Source: an optimization exercise on an open RTL-to-GDS flow (aim: small area, a short achievable clock period and few clock cycles per item). Production flows keep margins and buffers that such runs may drop. Where RTL was checked, it was by simulation tests only, not by an equivalence proof against the original. Only the layout flow was run in runs 2 to 5; the RTL was not checked for function there.

[config.mk]
export PLATFORM = sky130hd
export DESIGN_NAME = CompDiv
export DESIGN_NICKNAME = CompDiv
export VERILOG_FILES = /design/flow/design.v
export SDC_FILE = /design/flow/constraint.sdc
export NUM_CORES = 4
export LEC_CHECK = 0
export CAP_MARGIN = 20
export CORE_MARGIN = 2
export CORE_UTILIZATION = 40
export SLEW_MARGIN = 20
[constraint.sdc]
create_clock -name core_clock -period 10.0 [get_ports {clk}]
set_input_delay 2.0000 -clock core_clock [delete_from_list [all_inputs] [get_ports {clk}]]
set_output_delay 2.0000 -clock core_clock [all_outputs]
set_load 0.01 [all_outputs]
[design.v]
module CompDiv(
	input [31:0] Divisor_input,
	input [31:0] Dividend_input,
	input run,
	input rst,
	input clk,
	output ready,
	output [31:0] Quotient_output,
	output [31:0] Remainder_output
	);
	localparam IDLE = 2'd0, ALIGN = 2'd1, ITER = 2'd2, DONE = 2'd3;
	reg [1:0] state;
	reg rdy;
	reg [4:0] cnt;
	reg [31:0] R, Q, D;
	assign ready = rdy;
	assign Quotient_output = Q;
	assign Remainder_output = R;
	wire [5:0] za, zb;
	Clz32 clza(.x(R), .z(za));
	Clz32 clzb(.x(D), .z(zb));
	wire [6:0] dd = {1'b0, zb} - {1'b0, za};
	wire dneg = dd[6];
	wire bzero = zb[5];
	wire [4:0] sh = dd[4:0];
	wire [31:0] s0 = sh[0] ? {D[30:0], 1'b0} : D;
	wire [31:0] s1 = sh[1] ? {s0[29:0], 2'b0} : s0;
	wire [31:0] s2 = sh[2] ? {s1[27:0], 4'b0} : s1;
	wire [31:0] s3 = sh[3] ? {s2[23:0], 8'b0} : s2;
	wire [31:0] s4 = sh[4] ? {s3[15:0], 16'b0} : s3;
	wire [32:0] diff = {1'b0, R} - {1'b0, D};
	wire ge = ~diff[32];
	always @(posedge clk or posedge rst) begin
		if (rst) begin
			state <= IDLE;
			rdy <= 1'b0;
		end else begin
			case (state)
				IDLE: if (run) state <= ALIGN;
				ALIGN: if (bzero | dneg) begin
						state <= DONE;
						rdy <= 1'b1;
					end else state <= ITER;
				ITER: if (cnt == 5'd0) begin
						state <= DONE;
						rdy <= 1'b1;
					end
				default: ;
			endcase
		end
	end
	always @(posedge clk) begin
		case (state)
			IDLE: begin
				R <= Dividend_input;
				D <= Divisor_input;
			end
			ALIGN: begin
				D <= s4;
				cnt <= sh;
				Q <= {32{bzero}};
			end
			ITER: begin
				if (ge) R <= diff[31:0];
				Q <= {Q[30:0], ge};
				D <= {1'b0, D[31:1]};
				cnt <= cnt - 5'd1;
			end
			default: ;
		endcase
	end
endmodule
module Clz32(input [31:0] x, output [5:0] z);
	wire [4:0] zh, zl;
	Clz16 h(.x(x[31:16]), .z(zh));
	Clz16 l(.x(x[15:0]), .z(zl));
	assign z = zh[4] ? (zl[4] ? 6'd32 : {2'b01, zl[3:0]}) : {2'b00, zh[3:0]};
endmodule
module Clz16(input [15:0] x, output [4:0] z);
	wire [3:0] zh, zl;
	Clz8 h(.x(x[15:8]), .z(zh));
	Clz8 l(.x(x[7:0]), .z(zl));
	assign z = zh[3] ? (zl[3] ? 5'd16 : {2'b01, zl[2:0]}) : {2'b00, zh[2:0]};
endmodule
module Clz8(input [7:0] x, output [3:0] z);
	wire [2:0] zh, zl;
	Clz4 h(.x(x[7:4]), .z(zh));
	Clz4 l(.x(x[3:0]), .z(zl));
	assign z = zh[2] ? (zl[2] ? 4'd8 : {2'b01, zl[1:0]}) : {2'b00, zh[1:0]};
endmodule
module Clz4(input [3:0] x, output [2:0] z);
	assign z[2] = ~|x;
	assign z[1] = ~|x[3:2] & |x[1:0];
	assign z[0] = (~x[3] & x[2]) | (~x[3] & ~x[2] & ~x[1] & x[0]);
endmodule
[run.sh]
#!/bin/bash
# synth_recipe.tcl (not shown) runs the flow's synth.tcl, then flattens the netlist and writes it again
# the make line also repeats each setting of config.mk as NAME=value (left out here)
make -C /OpenROAD-flow-scripts/flow DESIGN_CONFIG=/design/flow/config.mk WORK_HOME=/design/flow/orfs CLKGATE_MAP_FILE= SYNTH_SCRIPT=/design/flow/synth_recipe.tcl finish
==> results by group, run 1 <==
Status
  – Outcome: complete, no violations

Final layout
  – Core Util, Final: 49.31%
  – Layout cells sized above 1: 7.941%
  – P&R area growth vs syn: 21.42%
  – Final #Nets: 1191
  – ANT cells: 0

Global route
  – Largest net degree at the start of global routing: 70
  – Initial antenna violation count: 0
  – GRT overflow: 0
  – Vias in the first global route: 7730
  – Total GRT Usage: 23.39%
  – First-pass GRT wire length: 43350 microns

Placed design
  – Placer Congestion: 0.9380
  – Worst slack, placed: 5.059 ns
  – Final HPWL DP: 20820 microns
  – IO buf count: 131

Yosys
  – EDFF count, synth: 101
  – Leading area contributor after synthesis: edfxtp_1
  – Mapped Cells: 970
  – Synth Flop Type: edfxtp_1
  – Most frequent cell after synthesis: edfxtp_1
  – Netlist cell types: 81
  – Synthesized flop and latch total: 104
  – Mapped Area: 0.008808 sq mm
  – Asr flop ratio synth: 2.885%
  – Ys Warns: 1
  – Synth top area share: 34.43%
  – Seq/Total Area, Yosys: 35.28%
  – Synth Net Count: 1083
  – Synth cell count leaders: edfxtp_1 (101), a21oi_1 (97), nand2_1 (92)
  – Top cells by area, synth: edfxtp_1 (34%), ha_1 (6.3%), a21oi_1 (5.5%)
  – Avg Cell Area, Syn: 9.081 sq um

Worst setup path
  – Crit path kind: flop to flop
  – Reg-to-reg slack, setup: 4.90 ns
  – Critical Path Sink Type: flop
  – Top Family by Delay on Critical Path: simple AND/OR/NAND/NOR gates
  – Crit-path slowest cell: nor2_1
  – Reg2reg start: D[7]
  – Crit path top cell by count: nor2_1
  – CP cell instances: nor4_1, nand4_1, nand2b_1, o32a_1, nor2_1, a311oi_1, ha_1, inv_1, fa_1, a21o_1, a21oi_1, xnor2_1, buf_4, nor2_1, nand2_1, o22a_1, a31oi_1
  – CP Max Fanout: 15
  – R2R Path End: D[21]
  – Crit path buffers/inverters: 2
  – Startpoint types: flop
  – R2r worst-path depth: 17
  – CP startpoint: D[7]
  – Crit-path max cell delay: 0.72 ns
  – CP required: 10.21 ns
  – Arr. time, crit path: 5.31 ns

Timing
  – PnR worst setup slack: 4.897 ns
  – Fin. Hold Viols: 0
  – RSZ-0062 raised after global routing: false
  – Relative slew slack: 33.14%
  – Tcrit/Tclk final: 51.03%
  – Fin crit period: 5.103 ns
  – Least-Margin Pin Slew: 0.9953 ns
  – Final setup vio count: 0
  – Worst Skew: 0.01017 ns
  – Max-slew violations: 0
  – TNS Setup: 0 ns
  – Peak Freq: 0.1959 GHz

Floorplan
  – Initial Util: 40.61%
  – Num rows: 54
  – I/O pins: 132
  – Core Box Area: 0.02169 sq mm
  – Die ar.: 0.02322 sq mm
  – Die X: 152.4 microns
  – Die H: 152.4 microns

Hold path
  – Hold_sp: rdy
  – Hold path depth: 1
  – Hold Path Sink: rdy
  – Worst hold path type: flop to flop

Clocking
  – Clock Latency Late Sink: 0.36 ns
  – CTS Buf Count: 9
  – CTS Hold Bufs: 0
  – Clock tree buffer depth: 2
  – # H-tree levels: 3
  – Post-CTS resize count: 0
  – Clock-pin slew on the worst setup and hold paths: 0.08 ns
  – Clock root cell: clkbuf_16
  – Setup Buffers After CTS: 0
  – CTS sink count: 104
  – CTS tree: built

Routing
  – Vias per cell: 5.942
  – First drt pass iteration count: 7
  – Via count: 8099
  – 1st-iter DRT viols: 667
  – WL/cell: 20.24 microns
  – Post-Route WL: 27590 microns
  – Drt drc: 0
  – Post-route ant nets: 0

Flow run
  – Max cap viols: 0
how the worst max path moves through the flow:
stage                       end  slack, ns  cells past startpoint
final                     D[21]       4.90                     17
after global routing      D[22]       4.44                     17
after CTS                 D[21]       5.03                     17
after detailed placement  D[21]       5.06                     17
after global placement    D[21]       5.15                     17
after floorplan           D[23]       5.79                     16
kinds of logic after synthesis:
logic type / synth area share [%]
AOI/OAI and AO/OA: 23.62
xor gates and xnor gates: 3.295
adders and majority gates: 6.705
buffers and inverters: 5.071
DFF: 35.28
muxes: 10.82
and+or+nand+nor: 15.20
per-layer routing:
layer	wire, microns	up-vias	share of wire [%]	track usage, %
met5	0	-	0	0
met4	423	0	1.5	5.785
met3	1646	26	6.0	3.271
met2	13330	318	48	39.68
met1	12190	3879	44	31.66
li1	-	3876	-	-
metrics by stage:
step	hold WS, ns	area, sq um	cells
floorplan	0.5041	8808	970
global placement	0.5005	10400	1346
detailed placement	0.4906	10400	1346
CTS	0.5077	10670	1362
global route	0.5314	10700	1363
finish	0.5032	10700	1363
placed cells by master (no fill, tap or decap), drive strengths merged, types with 4 or more instances in the layout:
cell type | synthesis | final
a31oi | 12 | 12
nand2b | 7 | 7
o31ai | 7 | 7
ha | 44 | 44
o22ai | 4 | 4
mux2 | 24 | 24
nand3 | 15 | 15
nor4 | 15 | 15
a211o | 5 | 5
xor2 | 13 | 13
edfxtp | 101 | 101
nor3 | 26 | 26
and2 | 5 | 5
nand4 | 12 | 12
nand2 | 92 | 92
nor2 | 87 | 87
o21bai | 9 | 9
o22a | 5 | 5
and3 | 4 | 4
xnor2 | 18 | 18
a21o | 40 | 40
mux2i | 30 | 30
buf | 17 | 12
a211oi | 11 | 11
clkdlybuf4s50 | 0 | 131
nor2b | 5 | 5
a22oi | 17 | 17
clkbuf | 29 | 10
o211ai | 9 | 9
mux4 | 17 | 17
inv | 63 | 64
o21ai | 65 | 65
o21a | 8 | 8
a21oi | 97 | 97
layout make-up:
| cell class | count | area (sq um) |
|---|---|---|
| clock buffers | 10 | 229.0 |
| clock inverters | 6 | 43.79 |
| fillers | 2072 | 10990 |
| inverters | 63 | 236.5 |
| multi-input cells | 757 | 5306 |
| flip-flops and latches | 104 | 3108 |
| well taps | 280 | 350.3 |
| repair buffers | 143 | 1421 |
sequential cells by signal, indices dropped and copies added (netlist names):
| signal | flops |
|---|---|
| cnt | 5 |
| rdy | 1 |
| Q | 32 |
| D | 32 |
| R | 32 |
| state | 2 |
Testbench counts, summed over its fixed seeds: cycles 18,514, items 2,400.
==> run 2, diff against run 1 <==
--- a/design.v
+++ b/design.v
@@ -10,6 +10,7 @@
 	);
-	localparam IDLE = 2'd0, ALIGN = 2'd1, ITER = 2'd2, DONE = 2'd3;
-	reg [1:0] state;
+	localparam IDLE = 3'd0, AL1 = 3'd1, AL2 = 3'd2, ITER = 3'd3, DONE = 3'd4;
+	reg [2:0] state;
 	reg rdy;
 	reg [4:0] cnt;
+	reg [4:0] sh;
 	reg [31:0] R, Q, D;
@@ -24,3 +25,2 @@
 	wire bzero = zb[5];
-	wire [4:0] sh = dd[4:0];
 	wire [31:0] s0 = sh[0] ? {D[30:0], 1'b0} : D;
@@ -38,7 +38,8 @@
 			case (state)
-				IDLE: if (run) state <= ALIGN;
-				ALIGN: if (bzero | dneg) begin
+				IDLE: if (run) state <= AL1;
+				AL1: if (bzero | dneg) begin
 						state <= DONE;
 						rdy <= 1'b1;
-					end else state <= ITER;
+					end else state <= AL2;
+				AL2: state <= ITER;
 				ITER: if (cnt == 5'd0) begin
@@ -52,10 +53,10 @@
 	always @(posedge clk) begin
+		sh <= (state == AL1) ? dd[4:0] : 5'd0;
+		if (state == IDLE) D <= Divisor_input;
+		else if (state == ITER) D <= {1'b0, D[31:1]};
+		else D <= s4;
 		case (state)
-			IDLE: begin
-				R <= Dividend_input;
-				D <= Divisor_input;
-			end
-			ALIGN: begin
-				D <= s4;
-				cnt <= sh;
+			IDLE: R <= Dividend_input;
+			AL1: begin
+				cnt <= dd[4:0];
 				Q <= {32{bzero}};
@@ -65,3 +66,2 @@
 				Q <= {Q[30:0], ge};
-				D <= {1'b0, D[31:1]};
 				cnt <= cnt - 5'd1;
==> results by group, run 2 <==
Status
  – Outcome: complete, no violations

Hold path
  – Worst hold path type: flop to flop

Clocking
  – Clock root cell: clkbuf_16
  – # H-tree levels: 3 (unchanged)
  – CTS Hold Bufs: 0 (unchanged)
  – Post-CTS resize count: 0 (unchanged)
  – Setup Buffers After CTS: 0 (unchanged)
  – CTS sink count: 110 (+5.8%)
  – Clock Latency Late Sink: 0.37 ns (about the same)
  – Clock tree buffer depth: 2 (unchanged)
  – Clock-pin slew on the worst setup and hold paths: 0.09 ns (about the same)
  – CTS tree: built
  – CTS Buf Count: 9 (unchanged)

Routing
  – Post-route ant nets: 0 (unchanged)
  – 1st-iter DRT viols: 719 (+7.8%)
  – WL/cell: 19.46 microns (-3.9%)
  – Drt drc: 0 (unchanged)
  – Post-Route WL: 26990 microns (-2.2%)
  – Via count: 8120 (+0.26%)
  – First drt pass iteration count: 12 (+5)
  – Vias per cell: 5.854 (-1.5%)

Yosys
  – Netlist cell types: 79 (-2.5%)
  – Synthesized flop and latch total: 110 (+5.8%)
  – Synth Net Count: 1125 (+3.9%)
  – Most frequent cell after synthesis: nor2_1
  – Mapped Area: 0.008658 sq mm (-1.7%)
  – Leading area contributor after synthesis: edfxtp_1
  – Top cells by area, synth: edfxtp_1 (25%), dfxtp_1 (8.1%), ha_1 (5.8%)
  – Synth top area share: 24.62% (-9.8 points)
  – Post-synthesis mux area share: 9.422% (-1.4 points)
  – Synth Flop Type: edfxtp_1
  – Post-Synth Adder-Cell Area: 6.243% (-0.46 points)
  – Seq/Total Area, Yosys: 33.87% (-1.4 points)
  – EDFF count, synth: 71 (-30%)
  – Post-Synth XOR/XNOR Area: 3.035% (-0.26 points)
  – Mapped Cells: 1016 (+4.7%)
  – Avg Cell Area, Syn: 8.522 sq um (-6.2%)
  – Compound-cell area share of the yosys netlist: 25.43% (+1.8 points)
  – Synth cell count leaders: nor2_1 (127), nand2_1 (97), a21oi_1 (81)
  – Asr flop ratio synth: 3.636% (+0.75 points)
  – Largest family of logic cells by synthesized area: compound AO/OA/AOI/OAI gates
  – Synth Area in Simple Gates: 16.36% (+1.2 points)
  – Ys Warns: 1 (unchanged)

Global route
  – Grt peak-use layer: met2
  – Largest net degree at the start of global routing: 76 (+8.6%)
  – Initial antenna violation count: 0 (unchanged)
  – GRT overflow: 0 (unchanged)
  – Vias in the first global route: 7723 (-0.091%)
  – Met3 Use GR: 3.916% (+0.64 points)
  – Grt met1 use: 33.31% (+1.7 points)
  – Total GRT Usage: 23.65% (+0.26 points)
  – First-pass GRT wire length: 41790 microns (-3.6%)
  – GR Layer Usage met2: 37.18% (-2.5 points)

Floorplan
  – Num rows: 53 (-1.9%)
  – Die H: 151.1 microns (-0.83%)
  – Core Box Area: 0.02115 sq mm (-2.5%)
  – I/O pins: 132 (unchanged)
  – Initial Util: 40.93% (+0.32 points)
  – Die ar.: 0.02284 sq mm (-1.7%)
  – Die X: 151.1 microns (-0.83%)

Timing
  – Tcrit/Tclk final: 37.73% (-13 points)
  – RSZ-0062 raised after global routing: false
  – Fin crit period: 3.773 ns (-1.330 ns)
  – Final setup vio count: 0 (unchanged)
  – Least-Margin Pin Slew: 0.9484 ns (-0.04685 ns)
  – Worst hold slack: 0.4843 ns (-0.01894 ns)
  – Peak Freq: 0.2650 GHz (+35%)
  – Max-slew violations: 0 (unchanged)
  – Worst Skew: 0.01195 ns (+0.001780 ns)
  – Fin. Hold Viols: 0 (unchanged)
  – Relative slew slack: 36.54% (+3.4 points)
  – TNS Setup: 0 ns (unchanged)

Final layout
  – Commonest non-fill, non-tap cell in the layout: clkdlybuf4s50_1
  – Final #Nets: 1216 (+2.1%)
  – P&R area growth vs syn: 20.61%
  – Multi-input gate area: 0.005260 sq mm (-0.87%)
  – Most frequent cells in the layout: clkdlybuf4s50_1 (131), nor2_1 (127), nand2_1 (96), a21oi_1 (81), o21ai_0 (74)
  – Fill cells: 2057 (-0.72%)
  – Layout cells sized above 1: 7.194% (-0.75 points)
  – Cell area after layout: 0.01044 sq mm (-2.4%)
  – ANT cells: 0 (unchanged)
  – Storage element area: 0.002934 sq mm (-5.6%)
  – Leading registers by flop count: D (32), Q (32), R (32)

Placed design
  – Placed cell areas: 0.01015 sq mm (-2.3%)
  – Final HPWL DP: 19950 microns (-4.2%)
  – IO buf count: 131 (unchanged)
  – Placer Congestion: 0.9339 (-0.44%)

Worst setup path
  – Startpoint types: flop
  – Arr. time, crit path: 4.03 ns (-1.28 ns)
  – CP Max Fanout: 9 (-6)
  – Critical Path Sink Type: flop
  – CP required: 10.25 ns (+0.04 ns)
  – Crit path kind: flop to flop
  – Reg-to-reg slack, setup: 6.23 ns (+1.33 ns)

Flow run
  – Max cap viols: 0 (unchanged)
run 2: cell type report:
cell class	instances	share of cell area (%)
clock buffer	9	2.157
inverter	57	2.049
tap	275	3.295
sequential	110	28.10
timing repair buffer	143	13.42
multi-input combinational	786	50.37
clock inverter	7	0.6111
run 2: cells by family (layout without fill, tap and decap cells):
kind of cell	count (synthesis)	in the layout
flip-flops	110	110
multiplexers	61	61
XOR/XNOR	30	30
adder cells (fa/ha/maj)	42	42
AND/OR/NAND/NOR	317	317
AO/OA/AOI/OAI	336	336
buffers and inverters	120	216
run 2: critical path, stage by stage, from the launching register on:
cell and delay, ns:
dfxtp_1 0.40, nor4_1 0.50, nand2_1 0.13, a21o_1 0.20, or3b_2 0.44, a21oi_1 0.16, a311oi_1 0.08, ha_1 0.24
fa_1 0.40, nor2b_1 0.12, o21ai_0 0.09, nand2b_1 0.12, a21o_1 0.13, a21oi_1 0.07, o31a_1 0.30, or2_2 0.27
run 2: path summary, 6_finish.rpt:
check	startpoint	to	cells past startpoint
setup / recovery	D[15]	state[2]	15
hold / removal	rdy	rdy	1
setup reg to reg	D[15]	state[2]	15
hold reg to reg	rdy	rdy	1
max in group asynchronous	rst	state[0]	2
min in group asynchronous	rst	state[2]	2
run 2: through the flow:
stage                     setup WS [ns]  utilization, %  instances
after floorplan                   5.956               -       1016
after global placement            6.383           48.00       1371
after detailed placement          6.325           48.00       1371
after CTS                         6.292           49.36       1387
after global routing              6.058           49.36       1387
final                             6.227           49.36       1387
run 2: metal layers:
| layer | wire length, microns | up-vias |
|---|---|---|
| met4 | 711 | 0 |
| li1 | - | 3906 |
| met2 | 12130 | 318 |
| met5 | 0 | - |
| met1 | 12290 | 3843 |
| met3 | 1854 | 53 |
==> run 3, diff against run 2 <==
--- a/config.mk
+++ b/config.mk
@@ -7,2 +7,3 @@
 export LEC_CHECK = 0
+export ABC_CLOCK_PERIOD_IN_PS = 2000
 export CAP_MARGIN = 20
@@ -10,2 +11,3 @@
 export CORE_UTILIZATION = 40
+export SETUP_SLACK_MARGIN = 5
 export SLEW_MARGIN = 20
==> results by group, run 3 <==
Clocking
  – Clock root cell: clkbuf_16
  – # H-tree levels: 3 (unchanged)
  – Post-CTS resize count: 0 (unchanged)
  – CTS Buf Count: 9 (unchanged)
  – Clock-pin slew on the worst setup and hold paths: 0.09 ns (about the same)
  – Clock Latency Late Sink: 0.37 ns (about the same)
  – CTS sink count: 110 (unchanged)
  – CTS Hold Bufs: 0 (unchanged)
  – Setup Buffers After CTS: 0 (unchanged)
  – CTS tree: built
  – Clock tree buffer depth: 2 (unchanged)

Routing
  – Drt drc: 0 (unchanged)
  – WL/cell: 19.46 microns (unchanged)
  – Vias per cell: 5.854 (unchanged)
  – Via count: 8120 (unchanged)
  – Post-Route WL: 26990 microns (unchanged)
  – First drt pass iteration count: 12 (unchanged)
  – 1st-iter DRT viols: 719 (unchanged)
  – Post-route ant nets: 0 (unchanged)

Placed design
  – Placed cell areas: 0.01015 sq mm (unchanged)
  – Placed cell count: 1371 (unchanged)
  – Final HPWL DP: 19950 microns (unchanged)
  – IO buf count: 131 (unchanged)
  – Worst slack, placed: 6.325 ns (unchanged)
  – Placer Congestion: 0.9339 (unchanged)

Hold path
  – Hold_sp: rdy
  – Worst hold path type: flop to flop
  – Hold path depth: 1 (unchanged)

Yosys
  – Mapped Area: 0.008658 sq mm (unchanged)
  – Largest family of logic cells by synthesized area: compound AO/OA/AOI/OAI gates
  – Post-Synth Adder-Cell Area: 6.243% (unchanged)
  – Compound-cell area share of the yosys netlist: 25.43% (unchanged)
  – Post-synthesis mux area share: 9.422% (unchanged)
  – Top cells by area, synth: edfxtp_1 (25%), dfxtp_1 (8.1%), ha_1 (5.8%)
  – Synth Area in Simple Gates: 16.36% (unchanged)
  – Ys Warns: 1 (unchanged)
  – Seq/Total Area, Yosys: 33.87% (unchanged)
  – Leading area contributor after synthesis: edfxtp_1
  – Avg Cell Area, Syn: 8.522 sq um (unchanged)
  – Mapped Cells: 1016 (unchanged)
  – EDFF count, synth: 71 (unchanged)
  – Asr flop ratio synth: 3.636% (unchanged)
  – Synth Net Count: 1125 (unchanged)
  – Netlist cell types: 79 (unchanged)
  – Synth cell count leaders: nor2_1 (127), nand2_1 (97), a21oi_1 (81)
  – Synthesized flop and latch total: 110 (unchanged)
  – Post-Synth XOR/XNOR Area: 3.035% (unchanged)
  – Most frequent cell after synthesis: nor2_1
  – Synth Flop Type: edfxtp_1
  – Synth top area share: 24.62% (unchanged)

Floorplan
  – Die H: 151.1 microns (unchanged)
  – Die ar.: 0.02284 sq mm (unchanged)
  – Die X: 151.1 microns (unchanged)
  – I/O pins: 132 (unchanged)
  – Initial Util: 40.93% (unchanged)
  – Core Box Area: 0.02115 sq mm (unchanged)
  – Num rows: 53 (unchanged)

Worst setup path
  – CP startpoint: D[15]
  – Startpoint types: flop
  – CP Max Fanout: 9 (unchanged)
  – Reg-to-reg slack, setup: 6.23 ns (about the same)
  – Crit path kind: flop to flop
  – Critical Path Sink Type: flop
  – Arr. time, crit path: 4.03 ns (about the same)
  – CP required: 10.25 ns (about the same)
  – Reg2reg start: D[15]
  – R2r worst-path depth: 15 (unchanged)
  – Critical path endpoint: state[2]
  – R2R Path End: state[2]

Timing
  – PnR worst setup slack: 6.227 ns (unchanged)
  – RSZ-0062 raised after global routing: false
  – Peak Freq: 0.2650 GHz (unchanged)
  – TNS Setup: 0 ns (unchanged)
  – Max-slew violations: 0 (unchanged)
  – Final setup vio count: 0 (unchanged)
  – Fin. Hold Viols: 0 (unchanged)
  – Relative slew slack: 36.54% (unchanged)
  – Worst hold slack: 0.4843 ns (unchanged)
  – Fin crit period: 3.773 ns (unchanged)
  – Least-Margin Pin Slew: 0.9484 ns (unchanged)
  – Worst Skew: 0.01195 ns (unchanged)
  – Tcrit/Tclk final: 37.73% (unchanged)

Final layout
  – Fin cells: 1387 (unchanged)
  – Cell area after layout: 0.01044 sq mm (unchanged)
  – Most frequent cells in the layout: clkdlybuf4s50_1 (131), nor2_1 (127), nand2_1 (96), a21oi_1 (81), o21ai_0 (74)
  – P&R area growth vs syn: 20.61% (unchanged)
  – Commonest non-fill, non-tap cell in the layout: clkdlybuf4s50_1
  – Leading registers by flop count: D (32), Q (32), R (32)
  – ANT cells: 0 (unchanged)
  – Layout cells sized above 1: 7.194% (unchanged)
  – Core Util, Final: 49.36% (unchanged)
  – Final #Nets: 1216 (unchanged)

Global route
  – Total GRT Usage: 23.65% (unchanged)
  – Vias in the first global route: 7723 (unchanged)
  – Largest net degree at the start of global routing: 76 (unchanged)
  – GRT overflow: 0 (unchanged)
  – First-pass GRT wire length: 41790 microns (unchanged)
  – Initial antenna violation count: 0 (unchanged)

Flow run
  – Max cap viols: 0 (unchanged)

Status
  – Outcome: complete, no violations
## run 3: logic make-up after synthesis
group	Yosys count
muxes	61
buffers and inverters	120
DFF	110
and+or+nand+nor	317
AOI/OAI and AO/OA	336
adders and majority gates	42
xor gates and xnor gates	30
## run 3: worst min-delay path by stage
stage,to,slack [ns]
6_report,rdy,0.48
5_1_grt,rdy,0.51
4_1_cts,rdy,0.48
3_5_place_dp,rdy,0.47
3_3_place_gp,rdy,0.46
2_1_floorplan,state[0],0.50
## run 3: final cells by class
class	count	area, sq um
multi-input cells	786	5260
flip-flops and latches	110	2934
clock inverters	7	63.81
repair buffers	143	1401
clock buffers	9	225.2
well taps	275	344.1
inverters	57	214.0
fillers	2057	10710
## run 3: worst max-delay path, cell delays in order (launching register included)
cell,delay [ns]
dfxtp_1,0.40
nor4_1,0.50
nand2_1,0.13
a21o_1,0.20
or3b_2,0.44
a21oi_1,0.16
a311oi_1,0.08
ha_1,0.24
fa_1,0.40
nor2b_1,0.12
o21ai_0,0.09
nand2b_1,0.12
a21o_1,0.13
a21oi_1,0.07
o31a_1,0.30
or2_2,0.27
## run 3: metal layers
metal	share of wire, %	vias up	track usage [%]	wire length (microns)
met5	0	-	0	0
li1	-	3906	-	-
met3	6.9	53	3.916	1854
met1	46	3843	33.31	12290
met2	45	318	37.18	12130
met4	2.6	0	7.383	711
==> run 4, diff against run 3 <==
==> flow/run.sh (new file) <==
#!/bin/bash
cp standard.sh standard.sh.txt 2>/dev/null
export SETUP_SLACK_MARGIN=7.5
bash standard.sh > standard.log 2>&1
==> standard.sh (new file) <==
#!/bin/bash
# synth_recipe.tcl (not shown) runs the flow's synth.tcl, then flattens the netlist and writes it again
# the make line also repeats each setting of config.mk as NAME=value (left out here)
make -C /OpenROAD-flow-scripts/flow DESIGN_CONFIG=/design/flow/config.mk WORK_HOME=/design/flow/orfs CLKGATE_MAP_FILE= SYNTH_SCRIPT=/design/flow/synth_recipe.tcl "${@:-finish}"
--- a/config.mk
+++ b/config.mk
@@ -7,3 +7,2 @@
 export LEC_CHECK = 0
-export ABC_CLOCK_PERIOD_IN_PS = 2000
 export CAP_MARGIN = 20
@@ -11,3 +10,2 @@
 export CORE_UTILIZATION = 40
-export SETUP_SLACK_MARGIN = 5
 export SLEW_MARGIN = 20
removed: run.sh
==> results by group, run 4 <==
Status
  – Outcome: complete, no violations

Worst setup path
  – CP startpoint: D[8]
  – Crit path kind: flop to flop
  – Critical Path Sink Type: flop
  – Startpoint types: flop
  – CP Max Fanout: 5 (-4)
  – CP required: 10.11 ns (-0.14 ns)
  – Arr. time, crit path: 3.31 ns (-0.72 ns)
  – Reg2reg start: D[8]

Clocking
  – CTS sink count: 110 (unchanged)
  – CTS Hold Bufs: 0 (unchanged)
  – CTS Buf Count: 9 (unchanged)
  – Clock-pin slew on the worst setup and hold paths: 0.08 ns (about the same)
  – # H-tree levels: 3 (unchanged)
  – Clock Latency Late Sink: 0.37 ns (about the same)
  – Clock root cell: clkbuf_16
  – CTS tree: built
  – Clock tree buffer depth: 2 (unchanged)

Yosys
  – EDFF count, synth: 71 (unchanged)
  – Avg Cell Area, Syn: 8.522 sq um (unchanged)
  – Asr flop ratio synth: 3.636% (unchanged)
  – Synthesized flop and latch total: 110 (unchanged)
  – Top cells by area, synth: edfxtp_1 (25%), dfxtp_1 (8.1%), ha_1 (5.8%)
  – Seq/Total Area, Yosys: 33.87% (unchanged)
  – Netlist cell types: 79 (unchanged)
  – Synth Flop Type: edfxtp_1
  – Ys Warns: 1 (unchanged)
  – Leading area contributor after synthesis: edfxtp_1
  – Most frequent cell after synthesis: nor2_1
  – Synth cell count leaders: nor2_1 (127), nand2_1 (97), a21oi_1 (81)
  – Synth Net Count: 1125 (unchanged)
  – Mapped Area: 0.008658 sq mm (unchanged)
  – Mapped Cells: 1016 (unchanged)
  – Synth top area share: 24.62% (unchanged)

Hold path
  – Worst hold path type: flop to flop
  – Hold_sp: Q[20]

Placed design
  – Final HPWL DP: 19780 microns (-0.86%)
  – Placer Congestion: 0.8958 (-4.1%)
  – Placed cell areas: 0.01028 sq mm (+1.3%)
  – IO buf count: 131 (unchanged)
  – Worst slack, placed: 6.557 ns (+0.2319 ns)
  – Placed cell count: 1369 (-0.15%)

Timing
  – Least-Margin Pin Slew: 1.012 ns (+0.06375 ns)
  – RSZ-0062 raised after global routing: true
  – Relative slew slack: 32.22% (-4.3 points)
  – Fin crit period: 3.201 ns (-0.5718 ns)
  – Worst Skew: 0.01547 ns (+0.003522 ns)
  – Tcrit/Tclk final: 32.01% (-5.7 points)
  – TNS Setup: 0 ns (unchanged)
  – PnR worst setup slack: 6.799 ns (+0.5718 ns)
  – Fin. Hold Viols: 0 (unchanged)
  – Peak Freq: 0.3124 GHz (+18%)
  – Final setup vio count: 0 (unchanged)
  – Max-slew violations: 0 (unchanged)
  – Worst hold slack: 0.5531 ns (+0.06880 ns)

Global route
  – Total GRT Usage: 26.06% (+2.4 points)
  – First-pass GRT wire length: 45980 microns (+10%)
  – Largest net degree at the start of global routing: 72 (-5.3%)
  – GRT overflow: 0 (unchanged)
  – Initial antenna violation count: 0 (unchanged)
  – Vias in the first global route: 8451 (+9.4%)

Floorplan
  – I/O pins: 132 (unchanged)
  – Die H: 151.1 microns (unchanged)
  – Die X: 151.1 microns (unchanged)
  – Die ar.: 0.02284 sq mm (unchanged)
  – Core Box Area: 0.02115 sq mm (unchanged)
  – Num rows: 53 (unchanged)
  – Initial Util: 40.93% (unchanged)

Final layout
  – Most frequent cells in the layout: nor2_1 (123), buf_4 (95), nand2_1 (90), edfxtp_1 (71), a21oi_1 (71)
  – Commonest non-fill, non-tap cell in the layout: nor2_1
  – Leading registers by flop count: D (32), Q (32), R (32)
  – ANT cells: 0 (unchanged)
  – P&R area growth vs syn: 40.81%
  – Cell area after layout: 0.01219 sq mm (+17%)
  – Fin cells: 1513 (+9.1%)
  – Layout cells sized above 1: 30.53% (+23 points)
  – Final #Nets: 1342 (+10%)

Routing
  – WL/cell: 20.14 microns (+3.5%)
  – Drt drc: 0 (unchanged)
  – Via count: 8831 (+8.8%)
  – 1st-iter DRT viols: 792 (+10%)
  – Vias per cell: 5.837 (-0.30%)
  – Post-Route WL: 30470 microns (+13%)
  – Post-route ant nets: 0 (unchanged)
  – First drt pass iteration count: 5 (-7)

Flow run
  – Max cap viols: 0 (unchanged)
## run 4: cell counts after synthesis
Identical to the previous run, type by type.
## run 4: timing repair
item / CTS / global route
gates cloned: 5 / 3
gates resized for setup: 398 / 57
pin swaps: 51 / 30
setup buffers: 88 / 32
endpoints found under the setup margin: 207 / 186
## run 4: cell families after synthesis
| group | synth area share (%) |
|---|---|
| xor+xnor | 3.035 |
| mux | 9.422 |
| flops | 33.87 |
| buf+inv | 5.636 |
| fa+ha+maj | 6.243 |
| compound gates | 25.43 |
| simple gates | 16.36 |
## run 4: metrics by stage
stage                     util (%)
final                        57.63
after global routing         57.63
after CTS                    55.14
after detailed placement     48.60
after global placement       48.60
after floorplan                  -
## run 4: area by class of cell
class | instances | area, sq um
repair inverters | 1 | 5.005
fillers | 1893 | 8962
repair buffers | 263 | 2240
well taps | 275 | 344.1
clock inverters | 6 | 63.81
multi-input cells | 791 | 6101
inverters | 57 | 224.0
flip-flops and latches | 110 | 2985
clock buffers | 10 | 229.0
## run 4: path summary, 6_finish.rpt
check,slack [ns],cells past startpoint,to
max in group asynchronous,8.04,2,rdy
min,0.55,1,Q[21]
max,6.80,17,cnt[3]
min in group asynchronous,1.81,2,state[1]
max reg2reg,6.80,17,cnt[3]
min reg2reg,0.55,1,Q[21]
## run 4: worst max-delay path: stages, from the launching register on
cell	delay, ns
dfxtp_4	0.38
nor4_4	0.30
nand2_1	0.10
buf_4	0.15
buf_6	0.11
buf_6	0.11
buf_6	0.10
buf_6	0.10
buf_6	0.10
buf_6	0.11
a31oi_4	0.16
o31a_1	0.22
inv_1	0.06
ha_1	0.27
a21o_1	0.19
a21oi_2	0.18
xor2_2	0.23
o21ai_1	0.08
## run 4: metal layers
layer	routed length, microns	GRT usage [%]	vias up
met5	0	0	-
met4	804	8.178	0
met3	2237	4.096	64
met2	14220	42.18	386
met1	13210	35.87	4210
li1	-	-	4171
==> run 5, diff against run 4 <==
==> design.v (replaced) <==
module CompDiv(
	input [31:0] Divisor_input,
	input [31:0] Dividend_input,
	input run,
	input rst,
	input clk,
	output ready,
	output [31:0] Quotient_output,
	output [31:0] Remainder_output
	);
	localparam IDLE = 2'd0, ALIGN = 2'd1, ITER = 2'd2, DONE = 2'd3;
	reg [1:0] state;
	reg rdy;
	reg [4:0] cnt;
	reg [31:0] R, Q, D;
	assign ready = rdy;
	assign Quotient_output = Q;
	assign Remainder_output = R;
	wire [2:0] ia, ib;
	wire [1:0] fa, fb;
	wire a0, b0;
	Lead32 la(.x(R), .i(ia), .f(fa), .z(a0));
	Lead32 lb(.x(D), .i(ib), .f(fb), .z(b0));
	wire [3:0] di = {1'b0, ib} - {1'b0, ia};	 
	wire [2:0] df = {1'b0, fb} - {1'b0, fa};	 
	wire [5:0] dd = {di[3], di, 2'b00} + {{3{df[2]}}, df};	 
	wire dneg = a0 | dd[5];
	wire [31:0] c0 = di[0] ? {D[27:0], 4'b0} : D;
	wire [31:0] c1 = di[1] ? {c0[23:0], 8'b0} : c0;
	wire [31:0] c2 = di[2] ? {c1[15:0], 16'b0} : c1;
	wire [2:0] fs = df + 3'd3;
	wire [34:0] t0 = {3'b000, c2};
	wire [34:0] t1 = fs[0] ? {t0[33:0], 1'b0} : t0;
	wire [34:0] t2 = fs[1] ? {t1[32:0], 2'b0} : t1;
	wire [34:0] t3 = fs[2] ? {t2[30:0], 4'b0} : t2;
	wire [31:0] aligned = t3[34:3];
	wire [32:0] diff = {1'b0, R} - {1'b0, D};
	wire ge = ~diff[32];
	always @(posedge clk or posedge rst) begin
		if (rst) begin
			state <= IDLE;
			rdy <= 1'b0;
		end else begin
			case (state)
				IDLE: if (run) state <= ALIGN;
				ALIGN: if (b0 | dneg) begin
						state <= DONE;
						rdy <= 1'b1;
					end else state <= ITER;
				ITER: if (cnt == 5'd0) begin
						state <= DONE;
						rdy <= 1'b1;
					end
				default: ;
			endcase
		end
	end
	always @(posedge clk) begin
		if (state == IDLE) D <= Divisor_input;
		else if (state == ALIGN) D <= aligned;
		else D <= {1'b0, D[31:1]};
		case (state)
			IDLE: R <= Dividend_input;
			ALIGN: begin
				cnt <= dd[4:0];
				Q <= {32{b0}};
			end
			ITER: begin
				if (ge) R <= diff[31:0];
				Q <= {Q[30:0], ge};
				cnt <= cnt - 5'd1;
			end
			default: ;
		endcase
	end
endmodule
module Lead32(input [31:0] x, output [2:0] i, output [1:0] f, output z);
	wire [7:0] nz;
	genvar k;
	generate for (k = 0; k < 8; k = k + 1) begin : g
		assign nz[k] = |x[4*k+3:4*k];
	end endgenerate
	assign z = ~|nz;
	assign i[2] = ~|nz[7:4];
	assign i[1] = i[2] ? ~|nz[3:2] : ~|nz[7:6];
	assign i[0] = i[2] ? (i[1] ? ~nz[1] : ~nz[3]) : (i[1] ? ~nz[5] : ~nz[7]);
	wire [3:0] lead = x[4*(7-i) +: 4];
	assign f[1] = ~|lead[3:2];
	assign f[0] = f[1] ? ~lead[1] : ~lead[3];
endmodule
==> flow/run.sh (replaced) <==
#!/bin/bash
# The standard layout (standard.sh, unchanged synthesis) with these optimisation knobs:
#  - port buffers are buf_1 cells (buffer_ports' own pick is a delay cell)
#  - after global routing, gates off the critical paths are sized down (RECOVER_POWER)
# Each tool's output goes to standard.log here; ORFS's own logs stay under orfs/logs.
export SETUP_SLACK_MARGIN=${MARGIN:-7.2}
export BUFFER_PORTS_ARGS="-buffer_cell sky130_fd_sc_hd__buf_1"
export RECOVER_POWER=${RECOVER:-100}
bash standard.sh > standard.log 2>&1
--- a/config.mk
+++ b/config.mk
@@ -9,3 +9,3 @@
 export CORE_MARGIN = 2
-export CORE_UTILIZATION = 40
+export CORE_UTILIZATION = 60
 export SLEW_MARGIN = 20
==> results by group, run 5 <==
Status
  – Violated layout checks: capacitance limit, slew limit
  – Outcome: complete, but fails checks

Yosys
  – Top cells by area, synth: edfxtp_1 (24%), mux2i_1 (7.5%), dfxtp_1 (7.3%)
  – Avg Cell Area, Syn: 8.720 sq um (+2.3%)
  – Compound-cell area share of the yosys netlist: 24.06% (-1.4 points)
  – Synth top area share: 23.55% (-1.1 points)
  – Synth Flop Type: edfxtp_1
  – EDFF count, synth: 69 (-2.8%)
  – Netlist cell types: 72 (-8.9%)
  – Most frequent cell after synthesis: nand2_1
  – Seq/Total Area, Yosys: 31.68% (-2.2 points)
  – Mapped Area: 0.008798 sq mm (+1.6%)
  – Ys Warns: 1 (unchanged)
  – Post-synthesis mux area share: 14.42% (+5.0 points)
  – Synthesized flop and latch total: 104 (-5.5%)
  – Synth cell count leaders: nand2_1 (98), nor2_1 (74), a21oi_1 (70)
  – Asr flop ratio synth: 2.885% (-0.75 points)
  – Synth Area in Simple Gates: 14.29% (-2.1 points)
  – Largest family of logic cells by synthesized area: compound AO/OA/AOI/OAI gates
  – Leading area contributor after synthesis: edfxtp_1
  – Post-Synth XOR/XNOR Area: 2.887% (-0.15 points)
  – Synth Net Count: 1123 (-0.18%)
  – Mapped Cells: 1009 (-0.69%)
  – Post-Synth Adder-Cell Area: 6.940% (+0.70 points)

Floorplan
  – Die ar.: 0.01565 sq mm (-31%)
  – Die H: 125.1 microns (-17%)
  – Initial Util: 61.00% (+20 points)
  – Num rows: 44 (-17%)
  – Core Box Area: 0.01442 sq mm (-32%)
  – Die X: 125.1 microns (-17%)
  – I/O pins: 132 (unchanged)

Final layout
  – P&R area growth vs syn: 30.90%
  – Most frequent cells in the layout: buf_1 (100), nand2_1 (94), buf_4 (76), edfxtp_1 (69), nor2_1 (69)
  – Layout cells sized above 1: 26.25% (-4.3 points)
  – Commonest non-fill, non-tap cell in the layout: buf_1
  – Fill cells: 993 (-48%)
  – Final #Nets: 1332 (-0.75%)
  – Leading registers by flop count: D (32), Q (32), R (32)
  – ANT cells: 0 (unchanged)

Global route
  – First-pass GRT wire length: 47980 microns (+4.4%)
  – GRT overflow: 0 (unchanged)
  – Initial antenna violation count: 0 (unchanged)
  – Vias in the first global route: 8698 (+2.9%)
  – Total GRT Usage: 39.32% (+13 points)
  – Largest net degree at the start of global routing: 73 (+1.4%)

Clocking
  – CTS sink count: 104 (-5.5%)
  – Clock Latency Late Sink: 0.37 ns (about the same)
  – Clock root cell: clkbuf_16
  – Clock-pin slew on the worst setup and hold paths: 0.08 ns (about the same)
  – Clock tree buffer depth: 2 (unchanged)
  – # H-tree levels: 3 (unchanged)
  – CTS Buf Count: 9 (unchanged)
  – CTS tree: built
  – CTS Hold Bufs: 0 (unchanged)

Worst setup path
  – Crit-path max cell delay: 0.87 ns (+0.49 ns)
  – Crit-path slowest cell: o21ai_0
  – Crit path top cell by count: ha_1
  – Top Family by Delay on Critical Path: compound AO/OA/AOI/OAI gates
  – CP cell instances: or4_1, nand2b_1, a21boi_0, nor2_1, mux4_2, a221oi_1, o21bai_2, ha_1, inv_2, fa_1, inv_1, ha_1, clkinvlp_2, o21ai_0, nand2_1, o21ai_1, a211oi_1, a21oi_1
  – Arr. time, crit path: 6.64 ns (+3.33 ns)
  – Crit path kind: flop to flop
  – R2R Path End: D[9]
  – R2r worst-path depth: 18 (+1)
  – Reg-to-reg slack, setup: 3.66 ns (-3.14 ns)
  – Crit path buffers/inverters: 3 (-5)
  – Critical Path Sink Type: flop
  – Startpoint types: flop
  – CP Max Fanout: 20 (+15)
  – CP required: 10.30 ns (+0.19 ns)
  – Reg2reg start: D[16]

Routing
  – Via count: 9409 (+6.5%)
  – WL/cell: 23.22 microns (+15%)
  – Drt drc: 0 (unchanged)
  – 1st-iter DRT viols: 1147 (+45%)
  – Vias per cell: 6.687 (+15%)
  – Post-Route WL: 32670 microns (+7.2%)
  – Post-route ant nets: 0 (unchanged)
  – First drt pass iteration count: 9 (+4)

Placed design
  – IO buf count: 131 (unchanged)
  – Final HPWL DP: 20710 microns (+4.7%)
  – Placer Congestion: 0.9863 (+10%)

Timing
  – Fin. Hold Viols: 0 (unchanged)
  – Final setup vio count: 0 (unchanged)
  – Least-Margin Pin Slew: 3.378 ns (+2.365 ns)
  – Fin crit period: 6.339 ns (+3.138 ns)
  – Tcrit/Tclk final: 63.39% (+31 points)
  – Worst hold slack: 0.5583 ns (+0.005232 ns)
  – Worst Skew: 0.01320 ns (-0.002266 ns)
  – TNS Setup: 0 ns (unchanged)
  – Peak Freq: 0.1578 GHz (-49%)
  – Max-slew violations: 108 (+108)
  – RSZ-0062 raised after global routing: true
  – Relative slew slack: -125.2% (-160 points)

Hold path
  – Hold path depth: 1 (unchanged)
  – Hold Path Sink: Q[22]
  – Hold_sp: Q[21]
  – Worst hold path type: flop to flop

Flow run
  – Max cap viols: 2 (+2)
run 5: cell count changes after synthesis, sizes merged, moves of 11 or more:
cell | previous run | this run
a211oi | 6 | 20
a221oi | 16 | 1
mux2i | 32 | 66
o211ai | 4 | 18
a21oi | 82 | 71
nor2 | 127 | 74
o21ai | 92 | 64
clkbuf | 40 | 53
inv | 56 | 67
buf | 23 | 11
mux2 | 15 | 36
run 5: worst reg2reg max path: cells and delay by family (launching register included):
kind | cells | cell delay, ns
compound gates | 7 | 1.84
fa+ha+maj | 3 | 0.92
buf+inv | 3 | 1.01
flops | 1 | 0.37
mux | 1 | 0.59
simple gates | 4 | 1.52
run 5: logic make-up (layout without fill, tap and decap cells):
kind of cell               count (synthesis)  after routing
xor gates and xnor gates                  29             33
and+or+nand+nor                          274            275
muxes                                    111            111
AOI/OAI and AO/OA                        312            312
adders and majority gates                 47             47
DFF                                      104            104
buffers and inverters                    132            341
run 5: metal layers:
metal	wire length, microns	share of wire (%)	vias up	GRT usage, %
li1	-	-	4157	-
met1	12310	38	4427	52.12
met2	14880	46	673	62.72
met3	3585	11	152	7.916
met4	1894	5.8	0	17.39
met5	0	0	-	0
run 5: how the worst max path moves through the flow:
| stage | start | end | slack, ns | depth (start not counted) |
|---|---|---|---|---|
| 2_1_floorplan | D[20] | D[28] | 5.67 | 22 |
| 3_3_place_gp | D[13] | D[27] | 4.44 | 14 |
| 3_5_place_dp | D[13] | D[27] | 4.37 | 14 |
| 4_1_cts | D[23] | D[7] | 5.45 | 18 |
| 5_1_grt | D[16] | D[5] | 3.37 | 18 |
| 6_report | D[16] | D[9] | 3.66 | 18 |
run 5: timing repair:
item,4_1_cts,5_1_grt
cloned,6,2
gates resized for setup,123,131
endpoints found under the setup margin,166,157
buffers inserted,80,32
pin swaps,27,42
run 5: through the flow:
stage               setup WS (ns)  util, %  instances  cell area, sq um
finish                      3.661    79.85       1407             11520
global route                3.368    79.85       1407             11520
CTS                         5.447    77.55       1373             11190
global placement            4.439    66.55       1271              9599
floorplan                   5.674        -       1009              9175
detailed placement          4.373    66.55       1271              9599
run 5: layout make-up:
type	count	area, sq um	area share (%)
Inverter	68	267.8	2.325
Tap cell	184	230.2	1.999
Clock buffer	9	225.2	1.955
Timing Repair Buffer	257	1618	14.05
Multi-Input combinational cell	778	6289	54.60
Clock inverter	7	62.56	0.5432
Sequential cell	104	2825	24.53

-- port drivers added, routing unchanged --
No port has a modelled driver above. Below, the same layouts with a new extraction and two added sets of constraints.
Step 1 (the two cells are an assumption about what drives the block):
set clk [get_ports {clk}]
set_driving_cell -lib_cell sky130_fd_sc_hd__clkbuf_16 $clk
set_driving_cell -lib_cell sky130_fd_sc_hd__buf_2 [delete_from_list [all_inputs] $clk]
Step 2 adds t to the input delays and takes it off the output delays; t is the mean of the earliest and latest rising clock arrival at the registers after step 1. Input paths then give back, and output paths get back, about the clock's delay inside the block.
a / b / c = ideal ports / drivers / drivers and shift; a / b = the first two.
| run | shift t [ns] | setup WS [ns] | slew at the worst register clock pin (ns) | worst data-port slew with drivers (ns) | cell pins on the clock port's net |
|---|---|---|---|---|---|
| run 1 | 0.402 | 4.897 / 4.897 / 4.897 | 0.08 / 0.08 | 0.05 | 1 |
| run 2 | 0.409 | 6.227 / 6.227 / 6.227 | 0.09 / 0.09 | 0.04 | 1 |
| run 3 | 0.409 | 6.227 / 6.227 / 6.227 | 0.09 / 0.09 | 0.04 | 1 |
| run 4 | 0.410 | 6.799 / 6.756 / 6.799 | 0.09 / 0.09 | 0.04 | 1 |
| run 5 | 0.415 | 3.661 / 3.661 / 3.661 | 0.08 / 0.08 | 0.05 | 1 |
